From an optimization exercise on the open Yosys and OpenROAD flow, aimed at small area, a short achievable clock period and few clock cycles; shortcuts taken in it are not production practice.
Function was checked by simulation only, so behaviour that the tests miss may differ from the original.

==> module arm, before the edit <==
module arm (
	input  wire        clk,
	input  wire        reset,
	output wire        MemWrite,
	output wire [31:0] Adr,
	output wire [31:0] WriteData,
	input  wire [31:0] ReadData
);
	reg  [31:0] areg;     
	reg  [31:0] yr;       
	reg  [31:2] fpc;      
	reg         ml, mw;   
	reg  [3:0]  mrd;      
	reg  [2:0]  mcnt;     
	reg  [3:0]  flags;    
	reg         dv;
	reg  [31:0] dir;      
	reg  [31:28] dalthi;  
	reg         dptk;     
	reg  [3:0]  drs1, drs2;  
	reg         dimm8;    
	reg  [3:0]  dwa;      
	reg         ev;
	reg  [31:0] ir;
	reg  [31:28] althi;
	reg         ptk;
	reg  [31:0] A, B;
	reg         patcha, patchb;  
	reg  [3:0]  wa;
	wire mcyc = ml | mw;
	wire [3:0] cmd    = ir[24:21];
	wire       sbit   = ir[20];
	wire       is_b   = ir[27];
	wire       is_mem = ~ir[27] & ir[26];
	wire       is_mul = ~ir[27] & ~ir[26] & ~ir[25] & ir[7];
	wire       is_dp  = ~ir[27] & ~ir[26] & ~is_mul;
	wire pass;
	condcheck cc (.Cond(ir[31:28]), .Flags(flags), .CondEx(pass));
	wire ev_now = ev & ~mcyc;
	wire ex = ev_now & pass;
	wire mulfin = mcnt == 3'd4;
	wire mulbusy = ex & is_mul & ~mulfin;
	wire ldst = ex & is_mem;
	wire mispred = ev_now & is_b & (pass ^ ptk);
	wire [31:2] alt = {althi, ir[25:0]};
	wire adv = ~mcyc & ~mulbusy;    
	wire [31:0] op2 = is_mem ? {20'b0, ir[11:0]} : B;
	wire sub = ~is_mem & (cmd == 4'b0010);
	wire [31:0] res, sum;
	wire [3:0] aflags;
	alu alu (.a(A), .b(op2), .cmd(cmd), .sub(sub), .lop(is_dp),
	         .Result(res), .Sum(sum), .ALUFlags(aflags));
	wire ewe = ex & (is_dp | mulfin);    
	wire first = mcnt == 3'd0;
	wire [31:0] ps, pc;
	mulstep ms (.a(B), .ch(A[31:23]), .as(first ? 24'b0 : areg[23:0]),
	            .ac(first ? 24'b0 : yr[23:0]), .s(ps), .c(pc));
	wire setnz = ex & sbit & (is_dp | mulfin);
	wire setcv = ex & sbit & is_dp &
	             ((cmd == 4'b0100) | (cmd == 4'b0010) | (cmd == 4'b1010) | (cmd == 4'b1011));
	always @(posedge clk or posedge reset)
		if (reset)
			flags <= 4'b0;
		else begin
			if (setnz) flags[3:2] <= {res[31], res == 32'b0};
			if (setcv) flags[1:0] <= aflags[1:0];
		end
	wire [31:2] fa4 = areg[31:2] + 30'd1;
	wire [31:0] rd1, rd2;
	wire we = ml | ewe;
	regfile rf (.clk(clk), .we3(we), .s1(16'b1 << drs1), .s2(dimm8 ? 16'b0 : 16'b1 << drs2),
	            .wa3(ml ? mrd : wa), .wd3(ml ? ReadData : res),
	            .r15({fa4, 2'b00}), .rd1(rd1), .rd2(rd2));
	wire byp1 = ewe & (wa == drs1);
	wire byp2 = ewe & (wa == drs2) & ~dimm8;
	wire ldnext = ldst & ir[20];    
	wire [31:0] RD = ReadData;
	wire f_mem  = ~RD[27] & RD[26];
	wire f_mul  = ~RD[27] & ~RD[26] & ~RD[25] & RD[7];
	wire [3:0] rs1 = f_mul ? RD[11:8] : RD[19:16];
	wire [3:0] rs2 = f_mem ? RD[15:12] : RD[3:0];
	wire [31:3] f8hi = areg[31:3] + 29'd1;
	wire [31:2] ftgt = {f8hi, areg[2]} + {{6{RD[23]}}, RD[23:0]};
	wire pred = RD[27];    
	wire [31:2] pnext = pred ? ftgt : fa4;
	wire [31:2] palt = pred ? fa4 : ftgt;
	always @(posedge clk or posedge reset)
		if (reset) begin
			areg <= 32'b0;
			ev <= 1'b0;
			dv <= 1'b0;
			ml <= 1'b0;
			mw <= 1'b0;
			mcnt <= 3'd0;
		end else begin
			if (~ldst & ~mispred & ~mcyc & ~mulbusy)
				areg <= {pnext, 2'b00};
			else if (ldst)
				areg <= sum;
			else if (mispred)
				areg <= {alt, 2'b00};
			else if (mulbusy & (mcnt != 3'd3))
				areg <= ps;
			else
				areg <= {fpc, 2'b00};
			if (adv) begin
				ev <= dv & ~mispred;
				dv <= ~mispred;
			end
			ml <= ldst & ir[20];
			mw <= ldst & ~ir[20];
			mcnt <= mulbusy ? mcnt + 3'd1 : 3'd0;
		end
	always @(posedge clk) begin
		if (adv) begin
			fpc <= pnext;
			if (RD[27])
				{dalthi, dir} <= {palt[31:28], RD[31:26], palt[27:2]};
			else
				{dalthi, dir} <= {4'b0, RD};
			dptk <= pred;
			drs1 <= rs1;
			drs2 <= rs2;
			dimm8 <= ~RD[27] & ~RD[26] & RD[25];
			dwa <= f_mul ? RD[19:16] : RD[15:12];
			{althi, ir} <= {dalthi, dir};
			ptk <= dptk;
			A <= byp1 ? res : rd1;
			B <= byp2 ? res : (rd2 | {24'b0, dimm8 ? dir[7:0] : 8'b0});
			patcha <= ldnext & (drs1 == wa);
			patchb <= ldnext & (drs2 == wa) & ~dimm8;
			wa <= dwa;
		end else if (ml) begin
			if (patcha) A <= ReadData;
			if (patchb) B <= ReadData;
		end else if (mulbusy) begin
			if (mcnt == 3'd3) begin
				A <= ps;
				B <= pc;
			end else
				A <= {A[23:0], 8'b0};
		end
		mrd <= wa;
		yr <= mulbusy ? pc : B;
	end
	assign Adr = areg;
	assign MemWrite = mw;
	assign WriteData = yr;
endmodule
Settings: LEC_CHECK=0, CAP_MARGIN=30, CORE_MARGIN=2, CORE_UTILIZATION=40, SLEW_MARGIN=30; clock period 14.0 ns.
standard.sh (not shown) runs the stock make flow with config.mk's settings and CLKGATE_MAP_FILE= SYNTH_SCRIPT=/design/flow/synth_recipe.tcl, a recipe that flattens the netlist after the stock synthesis.
==> flow/flow/run.sh <==
#!/bin/bash
set -euo pipefail
bash standard.sh SETUP_SLACK_MARGIN=9.7 TNS_END_PERCENT=10 finish > standard.log 2>&1
The starting point finished with timing, DRC and antenna clean.
Testbench counts at the start, summed over its fixed seeds: cycles 37,970.
==> next run, changes <==
--- a/flow/design.v
+++ b/flow/design.v
@@ -688,5 +688,6 @@
 	reg         ptk;
 	reg  [31:0] A, B;
-	reg         patcha, patchb;  
+	reg  [3:0]  src1, src2;
+	reg         bimm;
 	reg  [3:0]  wa;
 	wire mcyc = ml | mw;
@@ -731,10 +732,9 @@
 	wire [31:0] rd1, rd2;
 	wire we = ml | ewe;
-	regfile rf (.clk(clk), .we3(we), .s1(16'b1 << drs1), .s2(dimm8 ? 16'b0 : 16'b1 << drs2),
+	regfile rf (.clk(clk), .we3(we), .s1(16'b1 << drs1), .s2(16'b1 << drs2),
 	            .wa3(ml ? mrd : wa), .wd3(ml ? ReadData : res),
 	            .r15({fa4, 2'b00}), .rd1(rd1), .rd2(rd2));
 	wire byp1 = ewe & (wa == drs1);
-	wire byp2 = ewe & (wa == drs2) & ~dimm8;
-	wire ldnext = ldst & ir[20];    
+	wire byp2 = ewe & (wa == drs2);
 	wire [31:0] RD = ReadData;
 	wire f_mem  = ~RD[27] & RD[26];
@@ -744,5 +744,5 @@
 	wire [31:3] f8hi = areg[31:3] + 29'd1;
 	wire [31:2] ftgt = {f8hi, areg[2]} + {{6{RD[23]}}, RD[23:0]};
-	wire pred = RD[27];    
+	wire pred = RD[27] & ((RD[31:28] == 4'b1110) | RD[23]);
 	wire [31:2] pnext = pred ? ftgt : fa4;
 	wire [31:2] palt = pred ? fa4 : ftgt;
@@ -789,11 +789,12 @@
 			ptk <= dptk;
 			A <= byp1 ? res : rd1;
-			B <= byp2 ? res : (rd2 | {24'b0, dimm8 ? dir[7:0] : 8'b0});
-			patcha <= ldnext & (drs1 == wa);
-			patchb <= ldnext & (drs2 == wa) & ~dimm8;
+			B <= dimm8 ? {24'b0, dir[7:0]} : (byp2 ? res : rd2);
+			src1 <= drs1;
+			src2 <= drs2;
+			bimm <= dimm8;
 			wa <= dwa;
 		end else if (ml) begin
-			if (patcha) A <= ReadData;
-			if (patchb) B <= ReadData;
+			if (src1 == mrd) A <= ReadData;
+			if (src2 == mrd && !bimm) B <= ReadData;
 		end else if (mulbusy) begin
 			if (mcnt == 3'd3) begin
Result: Count of clock-buffer cells in the layout fell by 5; worst setup slack degrades by 0.16 ns; critical path depth fell by 2; wire length rose by 13%.
Testbench counts after the change, summed over its fixed seeds: cycles 37,962.

port drivers added, routing unchanged:
The results above use ideal ports. As a check the final layouts listed here were re-extracted and re-timed, cells and wires unchanged. Step 1: set_driving_cell puts a clkbuf_16 on clk and a buf_2 on each other input, an assumption about the parent block. Step 2 times the ports against the registers' clock, not the clock port: input delays grow and output delays shrink by t, the midpoint of the rising clock arrivals with the driver on. a / b / c = ideal ports / drivers / drivers and shift; a / b = the first two.
| run | t, ns | setup WS [ns] | clock arrival spread, ns | slew at the worst register clock pin (ns) | worst slew at a driven data input, ns |
|---|---|---|---|---|---|
| the first run | 0.718 | 9.082 / 9.067 / 8.355 | 0.032 / 0.032 | 0.07 / 0.07 | 0.17 |
| the second run | 0.770 | 8.925 / 8.936 / 8.199 | 0.033 / 0.033 | 0.07 / 0.07 | 0.15 |
After both steps every run listed still meets setup and hold. The setup slack of the first run, which loses most, moves by -0.015 ns with the drivers and by -0.727 ns with both steps.
